Source: an optimization exercise on an open RTL-to-GDS flow (aim: small area). Production flows keep margins and buffers that such runs may drop. The RTL was checked by simulation tests, not by an equivalence proof against the original design. In every run shown here, the design's own scripts or RTL, not TritonCTS, make the clock network. The clock input has no modelled driver; a real chip could not lean on it and would need a root buffer or a full tree. Power and IR drop assume default switching activity.

==> flow/design.v <==
package g;
    localparam int CLK_FREQ = 50_000_000;
    localparam int BAUD_RATE = 115200;
    localparam int NEC_SAMPLING_RATE = 80000;
    typedef logic [11:0] bcd_t;
endpackage
module top_nec_uart #(
    parameter logic [27:0] MAX_TIMER_CNT = 27'd25_000_000 - 27'b1
) (
    input logic sys_clk,
    input logic sys_rst_n,
    input  logic remote_in,
    output logic uart_out
);
    logic [9:0] pc;
    logic tick, go_ph;
    assign tick  = pc == 10'b1000011011;   
    assign go_ph = pc == 10'b1110110001;   
    always_ff @(posedge sys_clk or negedge sys_rst_n) begin
        if (!sys_rst_n) pc <= 10'b1000111100;   
        else if (tick) pc <= 10'b1111111111;
        else pc <= {pc[0] ^ pc[3], pc[9:1]};
    end
    logic       pre_event;
    logic [7:0] last;
    nec_core u_core (
        .sys_clk(sys_clk),
        .sys_rst_n(sys_rst_n),
        .tick(tick),
        .go_ph(go_ph),
        .remote_in(remote_in),
        .pre_event(pre_event),
        .last(last),
        .uart_out(uart_out)
    );
endmodule
module nec_core (
    input logic sys_clk,
    input logic sys_rst_n,
    input logic tick,
    input logic go_ph,
    input logic remote_in,
    output logic pre_event,
    output logic [7:0] last,
    output logic uart_out
);
    typedef enum logic [2:0] {
        S_IDLE,
        S_BURST,    
        S_JUDGE,    
        S_MARK,     
        S_SPACE,    
        S_GOT,      
        S_POST,     
        S_FIN       
    } state_t;
    logic rin0, rin1;
    always_ff @(posedge sys_clk or negedge sys_rst_n) begin
        if (!sys_rst_n) begin
            rin0 <= 1'b1;
            rin1 <= 1'b1;
        end else if (tick) begin
            rin0 <= remote_in;
            rin1 <= rin0;
        end
    end
    state_t cur, nxt;
    logic [9:0] timer;
    logic one;     
    logic tload;   
    logic [8:0] sh;
    logic [4:0] cnt;
    logic [2:0] chr;   
    always_comb begin
        nxt = cur;
        one = 1'b0;
        tload = 1'b0;
        case (cur)
            S_IDLE: if (!rin1) nxt = S_BURST;
            S_BURST: begin
                if (timer >= 10'd710 && timer <= 10'd730 && rin1) nxt = S_JUDGE;
                else if (timer > 10'd730 || rin1) nxt = S_IDLE;
            end
            S_JUDGE: begin
                if (timer >= 10'd170 && timer <= 10'd190) begin
                    if (!rin1) begin
                        nxt = S_POST;
                        tload = 1'b1;
                    end
                end else if (timer >= 10'd350 && timer <= 10'd370) begin
                    if (!rin1) nxt = S_MARK;
                end else if (timer > 10'd370) nxt = S_IDLE;
            end
            S_MARK: begin
                if (timer >= 10'd35 && timer <= 10'd55) begin
                    if (rin1) nxt = S_SPACE;
                end else if (timer > 10'd55) nxt = S_IDLE;
            end
            S_SPACE: begin
                if (timer >= 10'd35 && timer <= 10'd55) begin
                    if (!rin1) nxt = S_GOT;
                end else if (timer >= 10'd125 && timer <= 10'd145) begin
                    if (!rin1) begin
                        nxt = S_GOT;
                        one = 1'b1;
                    end
                end else if (timer > 10'd145) nxt = S_IDLE;
            end
            S_GOT: begin
                if (cnt == 5'd0) nxt = S_POST;
                else nxt = S_MARK;
            end
            S_POST: begin
                if (timer[0]) nxt = S_FIN;
                else if (sh[8]) nxt = S_IDLE;
            end
            S_FIN: if (rin1) nxt = S_IDLE;
            default: ;
        endcase
    end
    always_ff @(posedge sys_clk or negedge sys_rst_n) begin
        if (!sys_rst_n) cur <= S_IDLE;
        else if (tick) cur <= nxt;
    end
    always_ff @(posedge sys_clk) begin
        if (tick) begin
            if (cur != nxt) timer <= {9'd0, tload};
            else timer <= timer + 10'd1;
        end
    end
    always_ff @(posedge sys_clk or negedge sys_rst_n) begin
        if (!sys_rst_n) last <= 8'd0;
        else if (tick && cur == S_POST && !timer[0] && !sh[8]) last <= sh[7:0];
    end
    assign pre_event = cur == S_POST && timer[0];
    logic busy, go, slot_end, load, rx_bit, chk;
    assign busy = chr != 3'd5;
    assign go = pre_event && go_ph;
    assign slot_end = busy && sh == 9'b111100100;
    assign load = go || slot_end;
    assign rx_bit = tick && cur == S_SPACE && nxt == S_GOT;
    assign chk = cnt[4:3] == 2'b11;   
    always_ff @(posedge sys_clk) begin
        if (load) begin
            sh <= (go || cnt[3:0] == 4'd8) ? 9'b111111111 : 9'b000111111;
        end else if (busy) begin
            sh <= {sh[0] ^ sh[4], sh[8:1]};
        end else if (rx_bit) begin
            sh[7:0] <= {chk ? sh[0] : one, sh[7:1]};
            sh[8] <= chk && (sh[8] || one == sh[0]);
        end
    end
    always_ff @(posedge sys_clk) begin
        if (go) cnt <= 5'd9;
        else if ((busy && slot_end && cnt[3] && cnt[0]) || (tick && cur == S_JUDGE)) cnt <= 5'd0;
        else if (slot_end || rx_bit) cnt <= cnt + 5'd1;
    end
    always_ff @(posedge sys_clk or negedge sys_rst_n) begin
        if (!sys_rst_n) chr <= 3'd5;
        else if (go) chr <= 3'd7;
        else if (slot_end && cnt[3] && cnt[0]) chr <= chr + 3'd1;
    end
    logic [1:0] d2;
    logic [3:0] d1, d0;
    always_comb begin
        logic [19:0] t;
        t = {12'b0, last};
        for (int i = 0; i < 8; i = i + 1) begin
            t[11:8]  = (t[11:8] > 4'd4) ? t[11:8] + 4'd3 : t[11:8];
            t[15:12] = (t[15:12] > 4'd4) ? t[15:12] + 4'd3 : t[15:12];
            t = t << 1;
        end
        d2 = t[17:16];
        d1 = t[15:12];
        d0 = t[11:8];
    end
    logic [7:0] ch;
    always_comb begin
        case (chr)
            3'd0: ch = {6'b001100, d2};
            3'd1: ch = {4'b0011, d1};
            3'd2: ch = {4'b0011, d0};
            3'd3: ch = 8'd13;
            default: ch = 8'd10;
        endcase
    end
    logic [3:0] slot;
    assign slot = cnt[3:0];
    always_comb begin
        if (!busy || slot == 4'd9) uart_out = 1'b1;
        else if (slot == 4'd0) uart_out = 1'b0;
        else uart_out = ch[slot[2:0]-3'd1];
    end
endmodule
==> flow/flow/run.sh <==
#!/bin/bash
# Layout flow: the standard flow (standard.sh) with
#  * synthesis: ABC maps for area with no delay target and adders are not
#    extracted (flow/my_synth.tcl.in);
#  * clock tree: flow/clock_tree.tcl replaces TritonCTS's H-tree with 2
#    clkbuf_16, each driving the registers near it;
#  * port buffers: buf_1.
# All tool output goes to the ORFS logs under orfs/logs and to flow_make.log.
set -euo pipefail
W=$(pwd)
sed -e "s|@FLOW_SYNTH@|$W/synth_recipe.tcl|" -e "s|@FLOW@|$W/flow|" flow/my_synth.tcl.in > my_synth.tcl
bash standard.sh SYNTH_SCRIPT=$W/my_synth.tcl ADDER_MAP_FILE= \
  PRE_CTS_TCL=$W/flow/clock_tree.tcl \
  "BUFFER_PORTS_ARGS=-buffer_cell sky130_fd_sc_hd__buf_1" \
  finish > flow_make.log 2>&1
==> flow/flow/area.abc <==
strash
&get -n
&fraig -x
&put
scorr
dc2
dretime
strash
&get -n
&deepsyn -T 60
&put
dch -f
map -a
==> flow/flow/clock_tree.tcl <==
# PRE_CTS_TCL hook: replaces TritonCTS with a one-level clock tree. The
# registers are split into 2 groups by position (k-means); each
# group gets one buffer, placed at its centre and driven by the clock port.
proc clock_tree_synthesis {args} {
  set nbuf 2
  set cell sky130_fd_sc_hd__clkbuf_16
  set block [ord::get_db_block]
  set clk_port_net [$block findNet sys_clk]
  set master [[ord::get_db] findMaster $cell]
  set sinks {}
  foreach it [$clk_port_net getITerms] {
    set bb [[$it getInst] getBBox]
    lappend sinks [list $it [expr {([$bb xMin] + [$bb xMax]) / 2.0}] [expr {([$bb yMin] + [$bb yMax]) / 2.0}]]
  }
  set n [llength $sinks]
  # k-means, seeded with sinks spread along the list sorted by x+y
  set sorted [lsort -real -index 1 $sinks]
  set cent {}
  for {set k 0} {$k < $nbuf} {incr k} {
    set s [lindex $sorted [expr {int(($k + 0.5) * $n / $nbuf)}]]
    lappend cent [list [lindex $s 1] [lindex $s 2]]
  }
  for {set iter 0} {$iter < 50} {incr iter} {
    set assign {}
    foreach s $sinks {
      set best 0; set bd 1e30
      for {set k 0} {$k < $nbuf} {incr k} {
        set c [lindex $cent $k]
        set d [expr {abs([lindex $s 1] - [lindex $c 0]) + abs([lindex $s 2] - [lindex $c 1])}]
        if {$d < $bd} { set bd $d; set best $k }
      }
      lappend assign $best
    }
    set newc {}
    for {set k 0} {$k < $nbuf} {incr k} {
      set sx 0.0; set sy 0.0; set m 0
      foreach s $sinks a $assign {
        if {$a == $k} { set sx [expr {$sx + [lindex $s 1]}]; set sy [expr {$sy + [lindex $s 2]}]; incr m }
      }
      if {$m > 0} { lappend newc [list [expr {$sx / $m}] [expr {$sy / $m}]] } else { lappend newc [lindex $cent $k] }
    }
    set cent $newc
  }
  for {set k 0} {$k < $nbuf} {incr k} {
    set buf [odb::dbInst_create $block $master clkbuf_$k\_sys_clk]
    set net [odb::dbNet_create $block clknet_$k\_sys_clk]
    $net setSigType CLOCK
    set m 0
    foreach s $sinks a $assign {
      if {$a == $k} { set it [lindex $s 0]; $it disconnect; $it connect $net; incr m }
    }
    [$buf findITerm A] connect $clk_port_net
    [$buf findITerm X] connect $net
    set c [lindex $cent $k]
    $buf setLocation [expr {int([lindex $c 0])}] [expr {int([lindex $c 1])}]
    $buf setPlacementStatus PLACED
    puts "clock buffer $k ($cell): $m sinks"
  }
  set_propagated_clock [all_clocks]
}
==> flow/flow/my_synth.tcl.in <==
proc abc {args} {
  set out {}
  set skip 0
  foreach a $args {
    if {$skip} { set skip 0; continue }
    if {$a eq "-script" || $a eq "-D" || $a eq "-constr"} { set skip 1; continue }
    lappend out $a
  }
  yosys abc -script @FLOW@/area.abc {*}$out
}
source @FLOW_SYNTH@
==> flow/standard.sh <==
#!/bin/bash
# synth_recipe.tcl (not shown) runs the flow's synth.tcl, then flattens the netlist and writes it again
# the make line also repeats each setting of config.mk as NAME=value (left out here)
make -C /OpenROAD-flow-scripts/flow DESIGN_CONFIG=/design/flow/config.mk WORK_HOME=/design/flow/orfs CLKGATE_MAP_FILE= SYNTH_SCRIPT=/design/flow/synth_recipe.tcl "${@:-finish}"
==> flow/config.mk <==
export PLATFORM = sky130hd
export DESIGN_NAME = top_nec_uart
export DESIGN_NICKNAME = top_nec_uart
export VERILOG_FILES = /design/flow/design.v
export SDC_FILE = /design/flow/constraint.sdc
export NUM_CORES = 4
export LEC_CHECK = 0
export CAP_MARGIN = 20
export CORE_MARGIN = 2
export CORE_UTILIZATION = 40
export SLEW_MARGIN = 20
==> flow/constraint.sdc <==
create_clock -name core_clock -period 20.0 [get_ports {sys_clk}]
set_input_delay 4.0000 -clock core_clock [delete_from_list [all_inputs] [get_ports {sys_clk}]]
set_output_delay 4.0000 -clock core_clock [all_outputs]
set_load 0.01 [all_outputs]
==> results of run 1 <==
[cell type report]
type                            count  share of cell area (%)
Multi-Input combinational cell    269                    41.3
Sequential cell                    50                    43.0
Inverter                           76                    9.20
Buffer                              2                    1.61
Timing Repair Buffer                5                   0.848
Tap cell                           99                    4.00
[report_power, final]
| group | total [mW] | internal, mW | switching [mW] |
|---|---|---|---|
| sequential | 0.106 | 0.106 | 0 |
| combinational | 0.00124 | 0.000218 | 0.00102 |
| clock | 0.0426 | 0.0184 | 0.0243 |
[cells by family after synthesis]
kind of cell | Yosys count | share of synthesized area [%]
buffers and inverters | 80 | 10.3
and+or+nand+nor | 190 | 27.5
DFF | 50 | 45.7
AOI/OAI and AO/OA | 76 | 15.5
xor gates and xnor gates | 3 | 0.902
[through the flow]
step | instances | hold WS, ns
floorplan | 399 | 0.431
detailed placement | 499 | 0.364
CTS | 501 | 0.377
finish | 501 | 0.373
global placement | 499 | 0.360
global route | 501 | 0.381
[cell usage in the layout (no fill, tap or decap)]
cell        n
edfxtp_1   19
a21boi_0    3
nand3_1    14
a211oi_1    1
xor2_1      3
nor2_1     80
buf_4       2
o21bai_1    2
o311a_2     1
o22ai_1     1
clkinv_1   76
dfrtp_1    17
clkbuf_16   2
o311ai_0    1
or2_2       1
a41oi_1     2
dfstp_2     9
o41ai_1     2
o211ai_1    2
a2111oi_0   3
o21a_1      1
o21ai_0    33
nor3_1     28
nand2_1    55
nand4_1     2
and2_2      1
a31oi_1     3
buf_1       3
a21oi_1    18
nand3b_1    2
dfxtp_1     5
nor4_1      7
o31ai_1     2
o2111ai_1   1
[worst min-delay path by stage]
| stage | end | start | slack [ns] | depth (start not counted) |
|---|---|---|---|---|
| 6_report | pc[3] | pc[4] | 0.37 | 0 |
| 5_1_grt | pc[3] | pc[4] | 0.38 | 0 |
| 4_1_cts | pc[3] | pc[4] | 0.38 | 0 |
| 3_5_place_dp | pc[3] | pc[4] | 0.36 | 0 |
| 3_3_place_gp | pc[3] | pc[4] | 0.36 | 0 |
| 2_1_floorplan | pc[3] | pc[4] | 0.43 | 1 |
[critical path: cells and delay by family, from the launching register on]
family / cells / cell delay (ns)
flip-flops: 1 / 0.34
AND/OR/NAND/NOR: 16 / 1.58
AO/OA/AOI/OAI: 7 / 1.20
buffers and inverters: 7 / 0.70
[layer usage]
metal | global-route usage, % | wire length (um) | up-vias
met1 | 23.3 | 3000 | 1150
met4 | 1.22 | 63 | 0
met3 | 0.646 | 133 | 4
li1 | - | - | 1341
met5 | 0 | 0 | -
met2 | 26.0 | 2670 | 30
[registers in the layout, summed over array words and instances (netlist names), 3 cells and up]
register      cells
u_core.chr        3
u_core.timer     10
pc               10
u_core.last       8
u_core.cnt        5
u_core.sh         9
u_core.cur        3
==> notes.md, run 1 <==
Synth top area share=19.6%; CTS Hold Buffers Added=0; Ports=4; Crit. End Element=output pin; # diodes=0; die area=7980 um^2; net count after synthesis=402; worst clock skew=0.0184 ns; synth unique cells=32; RSZ-0062 raised after global routing=no; Async SR Flop Fraction=52.0%; Final min period=7.95 ns; Cells after Synth=399; Post-synth EDFFs=19; first-pass GRT wire length=10,200 um; drt first pass iters=4; pre-CTS setup slack=12.31 ns; Max-Cap Viols=0; register area share after synthesis=45.7%; Critical R2R Launch=u_core.timer[3]; final total power=149 uW; initial antenna violation count=0; GRT overflow=0; Starting Density=40.8%; R2R depth=12; WP data arrival=3.95 ns; dpl hpwl=4620 um; top post-synthesis cells by area=edfxtp_1 (20%), dfrtp_1 (15%), nor2_1 (10%); Worst VDD drop=0.0000556 V; area leader, netlist=edfxtp_1; site row count=31; synth warn=2; Yosys reg bits=50; leakage power total=1.16 nW; Core ar.=7140 um^2; DRC=0; post-CTS sizing=0; Final Net Count=407; fin crit share=39.8%; most frequent cells after synthesis=nor2_1 (80), clkinv_1 (76), nand2_1 (55), o21ai_0 (33), nor3_1 (28); FF-to-FF End=u_core.sh[1]; hold crit path type=reg2reg; Critical Path RT=16.00 ns; maximum operating frequency=0.126 GHz; clock transition at the registers of the reported paths=0.10 ns; # fillers=764; number of buffers added on ports=3; Final Max Tran Viols=0; pwr/cell area=48.2 nW/um^2; detailed-route wire length per cell=11.7 um; final setup TNS=0 ns; Routed Antenna Nets=0; fin util=43.4%; Design Area, Final=3100 um^2; vias per cell=5.04; Slowest cell on crit path=dfrtp_1; worst slew pin tran=0.860 ns; Final Hold Viols=0; top-count cell post-synth=nor2_1; kind of critical path=reg2out; Die Height=89.4 um; die width=89.4 um; Syn Area/Cell=7.30 um^2; vias in the first global route=2,297; post-CTS setup buffers=0; Worst-Skew Late Latency=0.16 ns; CP peak stage delay=0.34 ns; area of the multi-input gates=1280 um^2; sequential cell area=1330 um^2; max_slew headroom=42.4%; cell area after synthesis=2910 um^2; DP Area=3050 um^2; share of cells above drive strength 1=3.98%; GRT Total Usage=15.5%; Area Growth Syn to Fin=6.35%; status=no timing/DRC/antenna violations; final setup fails=0; largest net degree at the start of global routing=30; Initial DRC Count=105; final wirelength=5870 um; crit-path most repeated cell=nand2_1; Main synth FF type=edfxtp_1; Setup crit start kind=flip-flop; Critical Path Fanout Max=7; Setup crit start=u_core.last[7]; detailed-route via count=2,525; GPL Wtd Cong=0.896; CP endpoint=uart_out; R2R setup slack=16.97 ns; final worst slack=12.05 ns
==> inputs of run 2 (changes only) <==
--- a/flow/design.v
+++ b/flow/design.v
@@ -123,10 +123,8 @@
         else if (tick) cur <= nxt;
     end
     always_ff @(posedge sys_clk) begin
-        if (tick) begin
-            if (cur != nxt) timer <= {9'd0, tload};
-            else timer <= timer + 10'd1;
-        end
+        if (tick && cur != nxt) timer <= {9'd0, tload};
+        else timer <= timer + {9'd0, tick};
     end
     always_ff @(posedge sys_clk or negedge sys_rst_n) begin
         if (!sys_rst_n) last <= 8'd0;
@@ -153,7 +151,7 @@
     always_ff @(posedge sys_clk) begin
         if (go) cnt <= 5'd9;
         else if ((busy && slot_end && cnt[3] && cnt[0]) || (tick && cur == S_JUDGE)) cnt <= 5'd0;
-        else if (slot_end || rx_bit) cnt <= cnt + 5'd1;
+        else cnt <= cnt + {4'd0, slot_end || rx_bit};
     end
     always_ff @(posedge sys_clk or negedge sys_rst_n) begin
         if (!sys_rst_n) chr <= 3'd5;
@@ -174,21 +172,33 @@
         d1 = t[15:12];
         d0 = t[11:8];
     end
-    logic [7:0] ch;
-    always_comb begin
-        case (chr)
-            3'd0: ch = {6'b001100, d2};
-            3'd1: ch = {4'b0011, d1};
-            3'd2: ch = {4'b0011, d0};
-            3'd3: ch = 8'd13;
-            default: ch = 8'd10;
-        endcase
-    end
     logic [3:0] slot;
+    logic [3:0] dg;
+    logic db, cb;
     assign slot = cnt[3:0];
     always_comb begin
+        case (chr[1:0])
+            2'd0: dg = {2'b00, d2};
+            2'd1: dg = d1;
+            default: dg = d0;
+        endcase
+        case (slot[1:0])
+            2'd1: db = dg[0];
+            2'd2: db = dg[1];
+            2'd3: db = dg[2];
+            default: db = dg[3];
+        endcase
+        case (slot)
+            4'd1: cb = chr[0];
+            4'd2: cb = !chr[0];
+            4'd3: cb = chr[0];
+            4'd4: cb = 1'b1;
+            default: cb = 1'b0;
+        endcase
         if (!busy || slot == 4'd9) uart_out = 1'b1;
         else if (slot == 4'd0) uart_out = 1'b0;
-        else uart_out = ch[slot[2:0]-3'd1];
+        else if (chr[2] || chr == 3'd3) uart_out = cb;
+        else if (slot >= 4'd5) uart_out = slot <= 4'd6;   
+        else uart_out = db;
     end
 endmodule
==> flow/flow/area.abc (replaced) <==
strash
&get -n
&fraig -x
&put
scorr
dc2
dretime
strash
&get -n
&deepsyn -T 60
&put
dch -f
amap
--- a/flow/config.mk
+++ b/flow/config.mk
@@ -7,5 +7,6 @@
 export LEC_CHECK = 0
 export CAP_MARGIN = 20
 export CORE_MARGIN = 2
-export CORE_UTILIZATION = 40
+export CORE_UTILIZATION = 70
+export PLACE_DENSITY = 0.85
 export SLEW_MARGIN = 20
==> run 2 against run 1 <==
Net effect: clock power rose by 2%; area after synthesis decreased by 7.1%; register-to-register slack worse by 0.41 ns; sequential share of layout area up 0.57 points; cell count fell by 21%; sequential power barely moved; clock skew is 0.010 ns higher; utilization grew 33 points; critical path type unchanged.
==> notes.md, run 2 <==
Post-synth EDFFs=9 (-10); Final Net Count=355 (-13%); Cells after Synth=347 (-13%); status=no timing/DRC/antenna violations; register area share after synthesis=45.5% (-0.21 points); net count after synthesis=350 (-13%); worst path buffer plus inverter count=6 (-1); Final Hold Slack=0.380 ns (+0.00704 ns); top-count cell post-synth=nor2_1; clock transition at the registers of the reported paths=0.11 ns (about the same); Routed Antenna Nets=0 (unchanged); commonest non-fill, non-tap cell in the layout=nor2_1; post-CTS sizing=0 (unchanged); CP peak stage delay=0.48 ns (+0.14 ns); hold crit path type=reg2reg; DRC=0 (unchanged); WP depth=25 (-17%); vias per cell=6.52 (+29%); pwr/cell area=52.1 nW/um^2 (+8.1%); Critical Path Fanout Max=4 (-3); drt first pass iters=5 (+1); first-pass GRT wire length=10,900 um (+6.3%); area leader, netlist=dfrtp_1; CP endpoint=uart_out; Worst-Skew Late Latency=0.17 ns (about the same); Setup crit start kind=flip-flop; synth unique cells=40 (+25%); final setup fails=0 (unchanged); most frequent cells in the layout=nor2_1 (73), clkinv_1 (52), nand2_1 (33); final setup TNS=0 ns (unchanged); Final Hold Viols=0 (unchanged); Crit. End Element=output pin; critical path's top delay family=compound AO/OA/AOI/OAI gates; cell area after synthesis=2710 um^2 (-7.1%); Slowest cell on crit path=a311oi_1; GRT Total Usage=31.4% (+16 points); maximum operating frequency=0.111 GHz (-11%); largest net degree at the start of global routing=31 (+3.3%); Worst VDD drop=0.0000736 V (+32%); R2R depth=9 (-3); fin crit share=44.9% (+5.2 points); biggest regs=pc x10, u_core.timer x10, u_core.sh x9; die area=4380 um^2 (-45%); die width=66.2 um (-26%); R2R setup slack=16.56 ns (-0.41 ns); WP data arrival=4.98 ns (+1.03 ns); final wirelength=6500 um (+11%); Yosys reg bits=50 (unchanged); # diodes=0 (unchanged); Ports=4 (unchanged); detailed-route wire length per cell=16.3 um (+39%); worst clock skew=0.0286 ns (+0.0102 ns); Critical Path RT=16.00 ns (about the same); Critical R2R Launch=pc[0]; GRT overflow=0 (unchanged); Setup crit start=u_core.last[7]; synth warn=2 (unchanged); max_slew headroom=39.7% (-2.7 points); detailed-route via count=2,593 (+2.7%); top post-synthesis cells by area=dfrtp_1 (16%), dfxtp_1 (11%), nor2_1 (10%); crit-path most repeated cell=clkinv_1; worst slew pin tran=0.896 ns (+0.0351 ns); leakage power total=1.12 nW (-3.1%); Starting Density=73.4% (+33 points); vias in the first global route=2,377 (+3.5%); Final min period=8.98 ns (+1.03 ns); initial antenna violation count=0 (unchanged); Async SR Flop Fraction=52.0% (unchanged); FF-to-FF End=u_core.last[6]; number of buffers added on ports=3 (unchanged); CTS Hold Buffers Added=0 (unchanged); post-CTS setup buffers=0 (unchanged); Die Height=66.2 um (-26%); GPL Wtd Cong=0.938 (+4.6%); Synth top area share=15.7% (-3.9 points); Initial DRC Count=280 (+170%); share of cells above drive strength 1=3.71% (-0.27 points); dpl hpwl=5000 um (+8.3%); site row count=22 (-29%); kind of critical path=reg2out; Core ar.=3690 um^2 (-48%); Max-Cap Viols=0 (unchanged); RSZ-0062 raised after global routing=no; most frequent cells after synthesis=nor2_1 (73), clkinv_1 (52), nand2_1 (33), a21oi_1 (24); Area Growth Syn to Fin=4.48%; Final Max Tran Viols=0 (unchanged); Syn Area/Cell=7.80 um^2 (+6.8%); Main synth FF type=dfrtp_1
[run 2: final cells by class]
type,instances,area [um^2]
buffer,2,50.0
fill,283,860
inverter,52,195
multi-input combinational,241,1260
sequential,50,1230
tap,48,60.1
timing repair buffer,5,26.3
[run 2: worst min-delay path by stage]
stage	startpoint	to	cells past startpoint
after floorplan	pc[4]	pc[3]	1
after global placement	pc[4]	pc[3]	0
after detailed placement	pc[4]	pc[3]	0
after CTS	pc[4]	pc[3]	0
after global routing	pc[4]	pc[3]	0
final	pc[4]	pc[3]	0
[run 2: logic make-up (layout without fill, tap and decap cells)]
family	Yosys count	count (layout)	synth area share, %
buffers and inverters	56	59	7.76
DFF	50	50	45.5
and+or+nand+nor	153	153	24.6
AOI/OAI and AO/OA	88	88	22.1
[run 2: stage by stage]
| step | total power [mW] | setup slack [ns] | area, um^2 | util [%] | std cells |
|---|---|---|---|---|---|
| finish | 0.147 | 11.02 | 2830 | 76.7 | 398 |
| global route | 0.152 | 10.61 | 2830 | 76.7 | 398 |
| CTS | 0.148 | 11.14 | 2830 | 76.7 | 398 |
| detailed placement | 0.106 | 11.34 | 2780 | 75.3 | 396 |
| global placement | 0.106 | 11.85 | 2780 | 75.3 | 396 |
| floorplan | 0.105 | 12.27 | 2710 | - | 347 |
[run 2: power breakdown]
group | internal (mW) | total (mW) | switching, mW
sequential | 0.103 | 0.103 | 0
combinational | 0.000221 | 0.00130 | 0.00108
clock | 0.0184 | 0.0433 | 0.0249
total | 0.121 | 0.147 | 0.0260
[run 2: per-layer routing]
layer / global-route usage (%) / up-vias / wire length [um]
met2: 51.9 / 114 / 3130
met5: 0 / - / 0
met4: 8.42 / 0 / 172
li1: - / 1240 / -
met1: 44.3 / 1216 / 2810
met3: 3.24 / 23 / 397
==> inputs of run 3 (changes only) <==
--- a/flow/config.mk
+++ b/flow/config.mk
@@ -7,6 +7,5 @@
 export LEC_CHECK = 0
 export CAP_MARGIN = 20
 export CORE_MARGIN = 2
-export CORE_UTILIZATION = 70
-export PLACE_DENSITY = 0.85
+export CORE_UTILIZATION = 40
 export SLEW_MARGIN = 20
==> run 3 against run 2 <==
Net effect: die area grew 70%; synthesized cell count is the same; global-route usage shrank 15 points; cell count grew 7.3%; clock skew shrank 0.024 ns; largest power group unchanged.
==> notes.md, run 3 <==
status=no timing/DRC/antenna violations; maximum operating frequency=0.116 GHz (+4.0%); Post-synth EDFFs=9 (unchanged); biggest regs=pc x10, u_core.timer x10, u_core.sh x9; # diodes=0 (unchanged); Setup crit start kind=flip-flop; die width=86.3 um (+30%); number of buffers added on ports=3 (unchanged); die area=7440 um^2 (+70%); area leader, netlist=dfrtp_1; Final Max Tran Viols=0 (unchanged); drt first pass iters=4 (-1); max_slew headroom=45.6% (+5.8 points); Area Growth Syn to Fin=5.82%; GPL Wtd Cong=0.898 (-4.2%); first-pass GRT wire length=10,500 um (-3.9%); clock transition at the registers of the reported paths=0.10 ns (about the same); site row count=29 (+32%); initial antenna violation count=0 (unchanged); Final Hold Viols=0 (unchanged); GRT overflow=0 (unchanged); Yosys reg bits=50 (unchanged); fin crit share=43.2% (-1.7 points); detailed-route via count=2,442 (-5.8%); worst clock skew=0.00470 ns (-0.0239 ns); Main synth FF type=dfrtp_1; vias in the first global route=2,289 (-3.7%); CTS Hold Buffers Added=0 (unchanged); Initial DRC Count=112 (-60%); CP peak stage delay=0.38 ns (-0.10 ns); Routed Antenna Nets=0 (unchanged); Slowest cell on crit path=dfrtp_1; register area share after synthesis=45.5% (unchanged); Worst-Skew Late Latency=0.16 ns (about the same); Critical Path RT=16.00 ns (about the same); DRC=0 (unchanged); top post-synthesis cells by area=dfrtp_1 (16%), dfxtp_1 (11%), nor2_1 (10%); Ports=4 (unchanged); kind of critical path=reg2out; post-CTS sizing=0 (unchanged); final setup TNS=0 ns (unchanged); GRT Total Usage=16.6% (-15 points); crit-path most repeated cell=clkinv_1; share of cells above drive strength 1=3.71% (unchanged); Core ar.=6460 um^2 (+75%); Syn Area/Cell=7.80 um^2 (unchanged); largest net degree at the start of global routing=27 (-13%); commonest non-fill, non-tap cell in the layout=nor2_1; Die Height=86.3 um (+30%); WP data arrival=4.63 ns (-0.35 ns); final wirelength=5990 um (-7.9%); synth warn=2 (unchanged); pwr/cell area=51.7 nW/um^2 (-0.90%); detailed-route wire length per cell=14.0 um (-14%); most frequent cells after synthesis=nor2_1 (73), clkinv_1 (52), nand2_1 (33), a21oi_1 (24); Cells after Synth=347 (unchanged); leakage power total=1.12 nW (unchanged); Final Net Count=355 (unchanged); dpl hpwl=4610 um (-7.7%); synth unique cells=40 (unchanged); Final min period=8.63 ns (-0.347 ns); Crit. End Element=output pin; Async SR Flop Fraction=52.0% (unchanged); vias per cell=5.72 (-12%); Final Hold Slack=0.370 ns (-0.00999 ns); Starting Density=41.9% (-31 points); net count after synthesis=350 (unchanged); Synth top area share=15.7% (unchanged); top-count cell post-synth=nor2_1; Max-Cap Viols=0 (unchanged); Critical Path Fanout Max=4 (unchanged); critical path's top delay family=compound AO/OA/AOI/OAI gates; final setup fails=0 (unchanged); post-CTS setup buffers=0 (unchanged); hold crit path type=reg2reg; most frequent cells in the layout=nor2_1 (73), clkinv_1 (52), nand2_1 (33); worst path buffer plus inverter count=6 (unchanged); RSZ-0062 raised after global routing=no; Worst VDD drop=0.0000352 V (-52%); cell area after synthesis=2710 um^2 (unchanged); worst slew pin tran=0.816 ns (-0.0793 ns)
## run 3: cell counts after synthesis
Identical to the previous run, type by type.
## run 3: power by group
part | total [mW] | internal [mW] | switching, mW | leakage [nW]
Combinational | 0.00124 | 0.000221 | 0.00102 | 0.537
Clock | 0.0439 | 0.0184 | 0.0255 | 0.0246
Sequential | 0.103 | 0.103 | 0 | 0.563
Total | 0.148 | 0.122 | 0.0265 | 1.12
## run 3: routing by layer
layer / vias up / share of wire (%) / GRT usage, %
met2: 51 / 45 / 27.8
met5: - / 0 / 0
met3: 3 / 4.7 / 1.05
met4: 0 / 0.62 / 1.70
li1: 1244 / - / -
met1: 1144 / 50 / 24.5
## run 3: final cells by class
cell class | count | area, um^2
well taps | 77 | 96.3
fillers | 661 | 3590
multi-input cells | 241 | 1260
repair buffers | 5 | 26.3
flip-flops and latches | 50 | 1230
plain buffers | 2 | 50.0
inverters | 52 | 195
## run 3: worst paths after layout
path | start | to | slack (ns) | cells past startpoint
setup / recovery | u_core.last[7] | uart_out | 11.37 | 25
hold / removal | pc[4] | pc[3] | 0.37 | 0
setup reg to reg | u_core.timer[0] | u_core.timer[0] | 16.74 | 14
hold reg to reg | pc[4] | pc[3] | 0.37 | 0
max in group asynchronous | sys_rst_n | u_core.chr[0] | 15.89 | 2
min in group asynchronous | sys_rst_n | u_core.cur[2] | 3.81 | 2
## run 3: kinds of logic after synthesis
kind of cell | after synthesis | share of synthesized area [%]
compound gates | 88 | 22.1
simple gates | 153 | 24.6
flops | 50 | 45.5
buf+inv | 56 | 7.76
## run 3: through the flow
step           std cells  worst slack (ns)  power (mW)  utilization [%]  instance area, um^2
2_1_floorplan        347             12.27       0.105                -                 2710
3_3_place_gp         425             11.86       0.106             43.6                 2820
3_5_place_dp         425             11.62       0.106             43.6                 2820
4_1_cts              427             11.39       0.150             44.4                 2870
5_1_grt              427             10.78       0.154             44.4                 2870
6_report             427             11.37       0.148             44.4                 2870
==> inputs of run 4 (changes only) <==
--- a/flow/flow/run.sh
+++ b/flow/flow/run.sh
@@ -3,7 +3,8 @@
 #  * synthesis: ABC maps for area with no delay target and adders are not
 #    extracted (flow/my_synth.tcl.in);
 #  * clock tree: flow/clock_tree.tcl replaces TritonCTS's H-tree with 2
-#    clkbuf_16, each driving the registers near it;
+#    buf_12 (smaller than clkbuf_16 and within the clock-pin slew limit),
+#    each driving the registers near it;
 #  * port buffers: buf_1.
 # All tool output goes to the ORFS logs under orfs/logs and to flow_make.log.
 set -euo pipefail
--- a/flow/flow/clock_tree.tcl
+++ b/flow/flow/clock_tree.tcl
@@ -3,7 +3,7 @@
 # group gets one buffer, placed at its centre and driven by the clock port.
 proc clock_tree_synthesis {args} {
   set nbuf 2
-  set cell sky130_fd_sc_hd__clkbuf_16
+  set cell sky130_fd_sc_hd__buf_12
   set block [ord::get_db_block]
   set clk_port_net [$block findNet sys_clk]
   set master [[ord::get_db] findMaster $cell]
==> run 4 against run 3 <==
Net effect: still clean on timing, DRC and antenna; flip-flop and latch count unchanged; clock power decreased by 5.7%; cell count unchanged; area after synthesis unchanged; sequential share of layout area increased by 0.15 points; synthesized cell count unchanged; sequential power about the same; critical path type unchanged; largest cell class unchanged.
==> notes.md, run 4 <==
die area=7440 um^2 (unchanged); fin util=44.2% (-0.15 points); post-CTS sizing=0 (unchanged); WP data arrival=4.61 ns (-0.02 ns); most frequent cells after synthesis=nor2_1 (73), clkinv_1 (52), nand2_1 (33), a21oi_1 (24); detailed-route via count=2,447 (+0.20%); largest net degree at the start of global routing=27 (unchanged); number of buffers added on ports=3 (unchanged); clock transition at the registers of the reported paths=0.10 ns (about the same); Slowest cell on crit path=dfrtp_1; crit-path most repeated cell=clkinv_1; Routed Antenna Nets=0 (unchanged); final setup TNS=0 ns (unchanged); max_slew headroom=44.1% (-1.5 points); Final Hold Viols=0 (unchanged); leakage power total=1.12 nW (-0.52%); Die Height=86.3 um (unchanged); post-CTS setup buffers=0 (unchanged); worst clock skew=0.00304 ns (-0.00166 ns); area of the multi-input gates=1260 um^2 (unchanged); Critical Path Fanout Max=4 (unchanged); top-count cell post-synth=nor2_1; pwr/cell area=51.0 nW/um^2 (-1.3%); Max-Cap Viols=0 (unchanged); fin crit share=43.1% (-0.10 points); worst slew pin tran=0.838 ns (+0.0221 ns); synth warn=2 (unchanged); detailed-route wire length per cell=14.0 um (about the same); most frequent cells in the layout=nor2_1 (73), clkinv_1 (52), nand2_1 (33); Crit. End Element=output pin; Final min period=8.61 ns (-0.0204 ns); first-pass GRT wire length=10,500 um (about the same); drt first pass iters=4 (unchanged); synth unique cells=40 (unchanged); # fillers=663 (+0.30%); commonest non-fill, non-tap cell in the layout=nor2_1; Syn Area/Cell=7.80 um^2 (unchanged); site row count=29 (unchanged); Worst-Skew Late Latency=0.13 ns (-0.03 ns); Ports=4 (unchanged); Cells after Synth=347 (unchanged); CTS Hold Buffers Added=0 (unchanged); top post-synthesis cells by area=dfrtp_1 (16%), dfxtp_1 (11%), nor2_1 (10%); share of cells above drive strength 1=3.71% (unchanged); # diodes=0 (unchanged); dpl hpwl=4610 um (unchanged); Yosys reg bits=50 (unchanged); status=no timing/DRC/antenna violations; Core ar.=6460 um^2 (unchanged); area leader, netlist=dfrtp_1; Synth top area share=15.7% (unchanged); Initial DRC Count=117 (+4.5%); Final Net Count=355 (unchanged); Worst VDD drop=0.0000323 V (-8.3%); final setup fails=0 (unchanged); Critical Path RT=16.00 ns (about the same); final wirelength=5990 um (about the same); vias in the first global route=2,289 (unchanged); net count after synthesis=350 (unchanged); Setup crit start kind=flip-flop; Main synth FF type=dfrtp_1; vias per cell=5.73 (+0.20%); Final Max Tran Viols=0 (unchanged); hold crit path type=reg2reg; GPL Wtd Cong=0.898 (unchanged); Async SR Flop Fraction=52.0% (unchanged); maximum operating frequency=0.116 GHz (+0.24%); CP peak stage delay=0.38 ns (about the same); GRT overflow=0 (unchanged); sequential cell area=1230 um^2 (unchanged); GRT Total Usage=16.6% (+0.020 points); initial antenna violation count=0 (unchanged); kind of critical path=reg2out; register area share after synthesis=45.5% (unchanged); Area Growth Syn to Fin=5.45%; Starting Density=41.9% (unchanged); cell area after synthesis=2710 um^2 (unchanged); die width=86.3 um (unchanged); biggest regs=pc x10, u_core.timer x10, u_core.sh x9; RSZ-0062 raised after global routing=no; DRC=0 (unchanged); Post-synth EDFFs=9 (unchanged)
run 4: cell counts after synthesis:
No cell type changed its count.
run 4: worst paths after layout:
check                                       end  slack [ns]             from  cells after the start
max in group asynchronous         u_core.chr[0]       15.87        sys_rst_n                      2
worst max register to register  u_core.timer[0]       16.70  u_core.timer[0]                     14
min in group asynchronous         u_core.cur[2]        3.83        sys_rst_n                      2
worst max-delay path                   uart_out       11.39   u_core.last[7]                     25
worst min-delay path                      pc[3]        0.37            pc[4]                      0
worst min register to register            pc[3]        0.37            pc[4]                      0
run 4: where the power goes:
group / leakage, nW / switching, mW / internal [mW] / total, mW
logic: 0.537 / 0.00102 / 0.000221 / 0.00124
registers: 0.563 / 0 / 0.103 / 0.103
clock network: 0.0188 / 0.0251 / 0.0163 / 0.0414
run 4: final cells by class:
cell class,instances,share of cell area [%]
multi-input combinational,241,44.3
sequential,50,43.2
inverter,52,6.84
tap,77,3.37
buffer,2,1.40
timing repair buffer,5,0.920
run 4: routing by layer:
metal | GRT usage [%] | routed length [um] | part of all wire [%] | up-vias
li1 | - | - | - | 1239
met1 | 24.5 | 2970 | 49 | 1138
met2 | 27.8 | 2640 | 44 | 63
met3 | 1.14 | 327 | 5.5 | 7
met4 | 1.70 | 53 | 0.88 | 0
met5 | 0 | 0 | 0 | -
run 4: per-stage QoR:
step	cell area (um^2)	worst slack, ns	instances	total power [mW]	hold WS (ns)
global placement	2820	11.86	425	0.106	0.356
finish	2860	11.39	427	0.146	0.371
CTS	2860	11.41	427	0.148	0.373
floorplan	2710	12.27	347	0.105	0.429
detailed placement	2820	11.62	425	0.106	0.358
global route	2860	10.80	427	0.151	0.382
run 4: cell families (layout without fill, tap and decap cells):
kind of cell | Yosys count | in the layout | share of synthesized area, %
buffers and inverters | 56 | 59 | 7.76
flip-flops | 50 | 50 | 45.5
AO/OA/AOI/OAI | 88 | 88 | 22.1
AND/OR/NAND/NOR | 153 | 153 | 24.6
run 4: worst max-delay path: cells and delay by family (launching register included):
kind            cells  cell delay (ns)
simple gates       10             1.46
buf+inv             6             0.92
flops               1             0.38
compound gates      9             1.73

static timing again, ports no longer ideal:
Ports are ideal in the flow. The routed layouts listed here were re-timed in OpenROAD.
Step 1: set_driving_cell puts a clkbuf_16 on sys_clk and a buf_2 on each other input, an assumption about the parent block.
Step 2, shift: input delay + t, output delay - t, t = (earliest + latest rising clock arrival at the registers) / 2. This alone moves slack from input paths to output paths.
a / b / c = ideal ports / drivers / drivers and shift; a / b = the first two.
| run | t, ns | slack for setup (ns) | hold WS [ns] | worst setup path at the end |
|---|---|---|---|---|
| run 1 | 0.203 | 12.049 / 12.001 / 12.203 | 0.373 / 0.373 / 0.373 | register to output |
| run 2 | 0.206 | 11.018 / 10.969 / 11.174 | 0.380 / 0.380 / 0.380 | register to output |
| run 3 | 0.207 | 11.365 / 11.315 / 11.523 | 0.370 / 0.370 / 0.370 | register to output |
| run 4 | 0.184 | 11.386 / 11.332 / 11.516 | 0.371 / 0.371 / 0.371 | register to output |
After both steps every run listed still meets setup and hold.
